This is an optimization exercise on Yosys and OpenROAD, whose aim is small area, not a production implementation. Where RTL was checked, it was by simulation tests only, not by an equivalence proof against the original. No activity file was given, so power comes from the tool's default toggle rates.

## sync_fifo
module sync_fifo #(
	parameter	DEPTH=8,
	parameter	WIDTH=32,
	parameter	AF_LEVEL = 1,
	parameter	AE_LEVEL = 1,
	parameter	DEPTH_LOG=$clog2(DEPTH)
)(
	input					clk, rstn,
	input					push, pop,
	input 		[WIDTH-1:0]	din,
	output 		[WIDTH-1:0]	dout,
	output					full,empty,a_full,a_empty
);
Size: ~450 cells after synthesis, roughly 72 I/O pins.
==> module sync_fifo, before the edit <==
module sync_fifo #(
	parameter	DEPTH=8,
	parameter	WIDTH=32,
	parameter	AF_LEVEL = 1,
	parameter	AE_LEVEL = 1,
	parameter	DEPTH_LOG=$clog2(DEPTH)
)(
	input					clk, rstn,
	input					push, pop,
	input 		[WIDTH-1:0]	din,
	output 		[WIDTH-1:0]	dout,
	output					full,empty,a_full,a_empty
);
	reg [WIDTH-1:0]		mem[DEPTH-1:0];
	reg [DEPTH_LOG:0]	k;		 
	always @(posedge clk)
	if (push) begin
		mem[0] <= din;
		for (int i=1;i<DEPTH;i++) mem[i] <= mem[i-1];
	end
	always @(posedge clk, negedge rstn)
	if		(!rstn)			k <= {(DEPTH_LOG+1){1'b1}};
	else if (push != pop)	k <= push ? k + 1'b1 : k - 1'b1;
	assign	empty	= k[DEPTH_LOG];
	assign	full 	= k == DEPTH - 1;
	assign	a_full	= !k[DEPTH_LOG] && k >= DEPTH - 1 - AF_LEVEL;
	assign	a_empty = k[DEPTH_LOG] || k <= AE_LEVEL - 1;
	wire [DEPTH-1:0] rsel_n = ~({{(DEPTH-1){1'b0}},1'b1} << k[DEPTH_LOG-1:0]);
	genvar b;
	generate for (b=0;b<WIDTH;b++) begin : g_rd
		wire [3:0] z;
		for (genvar j=0;j<4;j++) begin : g_p
			fifo_oai22 u_o (.a1(rsel_n[2*j]), .a2(mem[2*j][b]), .b1(rsel_n[2*j+1]), .b2(mem[2*j+1][b]), .y(z[j]));
		end
		assign dout[b] = ~|z;
	end endgenerate
endmodule
export LEC_CHECK = 0
export CAP_MARGIN = 20
export CORE_MARGIN = 2
export CORE_UTILIZATION = 80
export PLACE_DENSITY = 0.85
export SLEW_MARGIN = 20
export SYNTH_HIERARCHICAL = 1
export SYNTH_MINIMUM_KEEP_SIZE = 0
create_clock -name core_clock -period 5.0 [get_ports {clk}]
standard.sh (not shown) runs the stock make flow with config.mk's settings and CLKGATE_MAP_FILE= SYNTH_SCRIPT=/design/flow/synth_recipe.tcl, a recipe that flattens the netlist after the stock synthesis.
==> flow/flow/run.sh <==
#!/bin/bash
# Standard ORFS layout (the standard.sh, unchanged synthesis), with two
# changes: ports are buffered with the smallest buffer, and CTS inserts no
# dummy loads. Each tool's output is kept in the ORFS logs folder; the make
# output is also kept in standard.log here.
set -e
cp standard.sh standard.sh.txt 2>/dev/null || true
export BUFFER_PORTS_ARGS="-buffer_cell sky130_fd_sc_hd__buf_1"
export RECOVER_POWER=100
export CTS_ARGS="-sink_clustering_enable -repair_clock_nets -buf_list sky130_fd_sc_hd__clkbuf_8 -sink_clustering_size 20 -sink_clustering_max_diameter 80 -dont_use_dummy_load"
bash standard.sh > standard.log 2>&1
The starting point finished but fails on max-capacitance violations, max-slew violations.
Then changed:
==> flow/design.v (replaced) <==
`timescale 1ns / 1ps
module sync_fifo #(
	parameter	DEPTH=8,
	parameter	WIDTH=32,
	parameter	AF_LEVEL = 1,
	parameter	AE_LEVEL = 1,
	parameter	DEPTH_LOG=$clog2(DEPTH)
)(
	input					clk, rstn,
	input					push, pop,
	input 		[WIDTH-1:0]	din,
	output 		[WIDTH-1:0]	dout,
	output					full,empty,a_full,a_empty
);
	reg [WIDTH-1:0]		mem[DEPTH-1:0];
	reg					e;
	reg [2:0]			j;
	wire				e_nx;
	wire [2:0]			j_nx;
	wire [7:0]			rsel_n;
	always @(posedge clk)
	if (push) begin
		mem[0] <= din;
		for (int i=1;i<DEPTH;i++) mem[i] <= mem[i-1];
	end
	always @(posedge clk, negedge rstn)
	if (!rstn) begin
		e <= 1'b1;
		j <= 3'b111;
	end else begin
		e <= e_nx;
		j <= j_nx;
	end
	fifo_ctrl u_ctrl (.push(push), .pop(pop), .e(e), .j(j), .e_nx(e_nx), .j_nx(j_nx),
		.rsel_n(rsel_n), .empty(empty), .full(full), .a_full(a_full), .a_empty(a_empty));
	genvar b;
	generate for (b=0;b<WIDTH;b++) begin : g_rd
		wire [3:0] z;
		for (genvar i=0;i<4;i++) begin : g_p
			fifo_oai22 u_o (.a1(rsel_n[2*i]), .a2(mem[2*i][b]), .b1(rsel_n[2*i+1]), .b2(mem[2*i+1][b]), .y(z[i]));
		end
		assign dout[b] = ~|z;
	end endgenerate
endmodule
module fifo_ctrl (
	input			push, pop, e,
	input	[2:0]	j,
	output			e_nx,
	output	[2:0]	j_nx,
	output	[7:0]	rsel_n,
	output			empty, full, a_full, a_empty
);
	wire up = push & ~pop;
	wire dn = pop & ~push;
	genvar i;
	generate for (i=0;i<8;i++) begin : g_dec
		assign rsel_n[i] = ~(j == i);
	end endgenerate
	assign j_nx[0] = j[0] ^ (push ^ pop);
	assign j_nx[1] = j[1] ^ ((up & j[0]) | (dn & ~j[0]));
	assign j_nx[2] = j[2] ^ ((up & j[0] & j[1]) | (dn & ~j[0] & ~j[1]));
	assign e_nx    = (e & ~push) | (dn & ~rsel_n[0]);
	assign empty   = e;
	assign full    = ~e & ~rsel_n[7];
	assign a_full  = ~e & j[2] & j[1];
	assign a_empty = e | ~rsel_n[0];
endmodule
module fifo_oai22 (input a1, a2, b1, b2, output y);
	assign y = ~((a1 | a2) & (b1 | b2));
endmodule
=> The changed run completed and failed the layout checks on max-capacitance violations, max-slew violations. Area after synthesis grows by about 2%. Global-route usage came out lower by 3.5 points. Setup slack gets better by 0.029 ns. Sequential share of layout area stays flat. Count of clock-buffer cells in the layout is unchanged. Non-clock buffer count fell by 2. Sequential power is about the same. Sequential cell count is unchanged. Final area stays flat.
No functional check of the RTL was part of the first run of this note.

---

RTL: one of the versions met above, not the one the previous note started from.
For scale: ~450 cells after synthesis, roughly 9000 sq um of cells after synthesis.
==> module fifo_ctrl, before the edit <==
module fifo_ctrl (
	input			push, pop, e,
	input	[2:0]	j,
	output			e_nx,
	output	[2:0]	j_nx,
	output	[7:0]	rsel_n,
	output			empty, full, a_full, a_empty
);
	wire up = push & ~pop;
	wire dn = pop & ~push;
	genvar i;
	generate for (i=0;i<8;i++) begin : g_dec
		assign rsel_n[i] = ~(j == i);
	end endgenerate
	assign j_nx[0] = j[0] ^ (push ^ pop);
	assign j_nx[1] = j[1] ^ ((up & j[0]) | (dn & ~j[0]));
	assign j_nx[2] = j[2] ^ ((up & j[0] & j[1]) | (dn & ~j[0] & ~j[1]));
	assign e_nx    = (e & ~push) | (dn & ~rsel_n[0]);
	assign empty   = e;
	assign full    = ~e & ~rsel_n[7];
	assign a_full  = ~e & j[2] & j[1];
	assign a_empty = e | ~rsel_n[0];
endmodule
clock: 5.0 ns
lec_check: 0
cap_margin: 20
core_margin: 2
core_utilization: 80
place_density: 0.85
slew_margin: 20
synth_hierarchical: 1
synth_minimum_keep_size: 0
==> flow/flow/run.sh <==
#!/bin/bash
# Standard ORFS layout (the standard.sh with its unchanged synthesis),
# with three changes:
#  - after synthesis, combinational cells are set to their smallest drive
#    strength (flow/downsize.py); repair_design upsizes what needs it,
#  - ports are buffered with the smallest buffer,
#  - CTS inserts no dummy loads.
# The make output is kept in standard_*.log here, each tool's own log in
# orfs/logs/.
set -e
here=$(pwd)
res=$here/orfs/results/$FLOW_PLATFORM/sync_fifo/base
export BUFFER_PORTS_ARGS="-buffer_cell sky130_fd_sc_hd__buf_1"
export CTS_ARGS="-sink_clustering_enable -repair_clock_nets -dont_use_dummy_load -buf_list sky130_fd_sc_hd__clkbuf_4 -sink_clustering_size 12 -sink_clustering_max_diameter 40"
bash standard.sh $res/1_2_yosys.v > standard_synth.log 2>&1
cp $res/1_2_yosys.v $res/1_2_yosys_orig.v
python3 flow/downsize.py $FLOW_HOME/platforms/$FLOW_PLATFORM/lib/sky130_fd_sc_hd__tt_025C_1v80.lib \
	$res/1_2_yosys_orig.v $res/1_2_yosys.v > downsize.log 2>&1
bash standard.sh > standard.log 2>&1
Other scripts of this flow, unchanged in this note and not shown: flow/flow/downsize.py
The first run finished with timing, DRC and antenna clean.
==> next run, changes <==
--- a/flow/design.v
+++ b/flow/design.v
@@ -52,10 +52,7 @@
 );
 	wire up = push & ~pop;
 	wire dn = pop & ~push;
-	genvar i;
-	generate for (i=0;i<8;i++) begin : g_dec
-		assign rsel_n[i] = ~(j == i);
-	end endgenerate
+	fifo_dec u_dec (.j(j), .rsel_n(rsel_n));
 	assign j_nx[0] = j[0] ^ (push ^ pop);
 	assign j_nx[1] = j[1] ^ ((up & j[0]) | (dn & ~j[0]));
 	assign j_nx[2] = j[2] ^ ((up & j[0] & j[1]) | (dn & ~j[0] & ~j[1]));
@@ -68,3 +65,9 @@
 module fifo_oai22 (input a1, a2, b1, b2, output y);
 	assign y = ~((a1 | a2) & (b1 | b2));
 endmodule
+module fifo_dec (input [2:0] j, output [7:0] rsel_n);
+	genvar i;
+	generate for (i=0;i<8;i++) begin : g_dec
+		assign rsel_n[i] = ~(j == i);
+	end endgenerate
+endmodule
The changed run completed without violations.
Clock skew rises by 0.034 ns.
Count of clock-buffer cells in the layout rises by 1.
Synthesized area is about the same.
Die area stays flat.
Combinational power rises by about 3%.
Sequential share of layout area falls by 0.28 points.
Final area rises by about 0.35%.
Worst hold slack degrades by 0.012 ns.
Worst setup slack improves by 0.14 ns.
Power rises by about 1.4%.
Synthesized cell count falls by about 1.1%.
Wire length rises by 5.3%.
Cell count hardly moves.
Only the layout flow was run in the second run of this note; the RTL was not checked for function there.

## separate check: timing with driven ports
Ports are ideal in the flow. The routed layouts listed here were re-timed in OpenROAD.
Step 1 sets driving cells, clkbuf_16 on the clock port and buf_2 on the other inputs (assumed; they add their load-dependent delay and slew).
Step 2 also shifts input and output timing later by t, the mid clock arrival at the registers, as if the neighbouring blocks saw the same clock.
Three values: ideal, step 1, step 2; two values: the first two.
| run | t (ns) | setup slack, ns | worst register clock-pin slew, ns | worst slew at a driven data input, ns |
|---|---|---|---|---|
| the first run of note 1 | 0.540 | 0.682 / 0.647 / 0.743 | 0.12 / 0.12 | 0.05 |
| the second run of note 1 | 0.508 | 0.711 / 0.677 / 0.200 | 0.12 / 0.12 | 0.06 |
| the first run of note 2 | 0.633 | 0.766 / 0.735 / 1.368 | 0.12 / 0.12 | 0.05 |
| the second run of note 2 | 0.652 | 0.907 / 0.873 / 1.525 | 0.12 / 0.12 | 0.06 |
For the second run of note 1, which loses most, drivers alone change the setup slack by -0.034 ns; drivers and shift together by -0.511 ns.
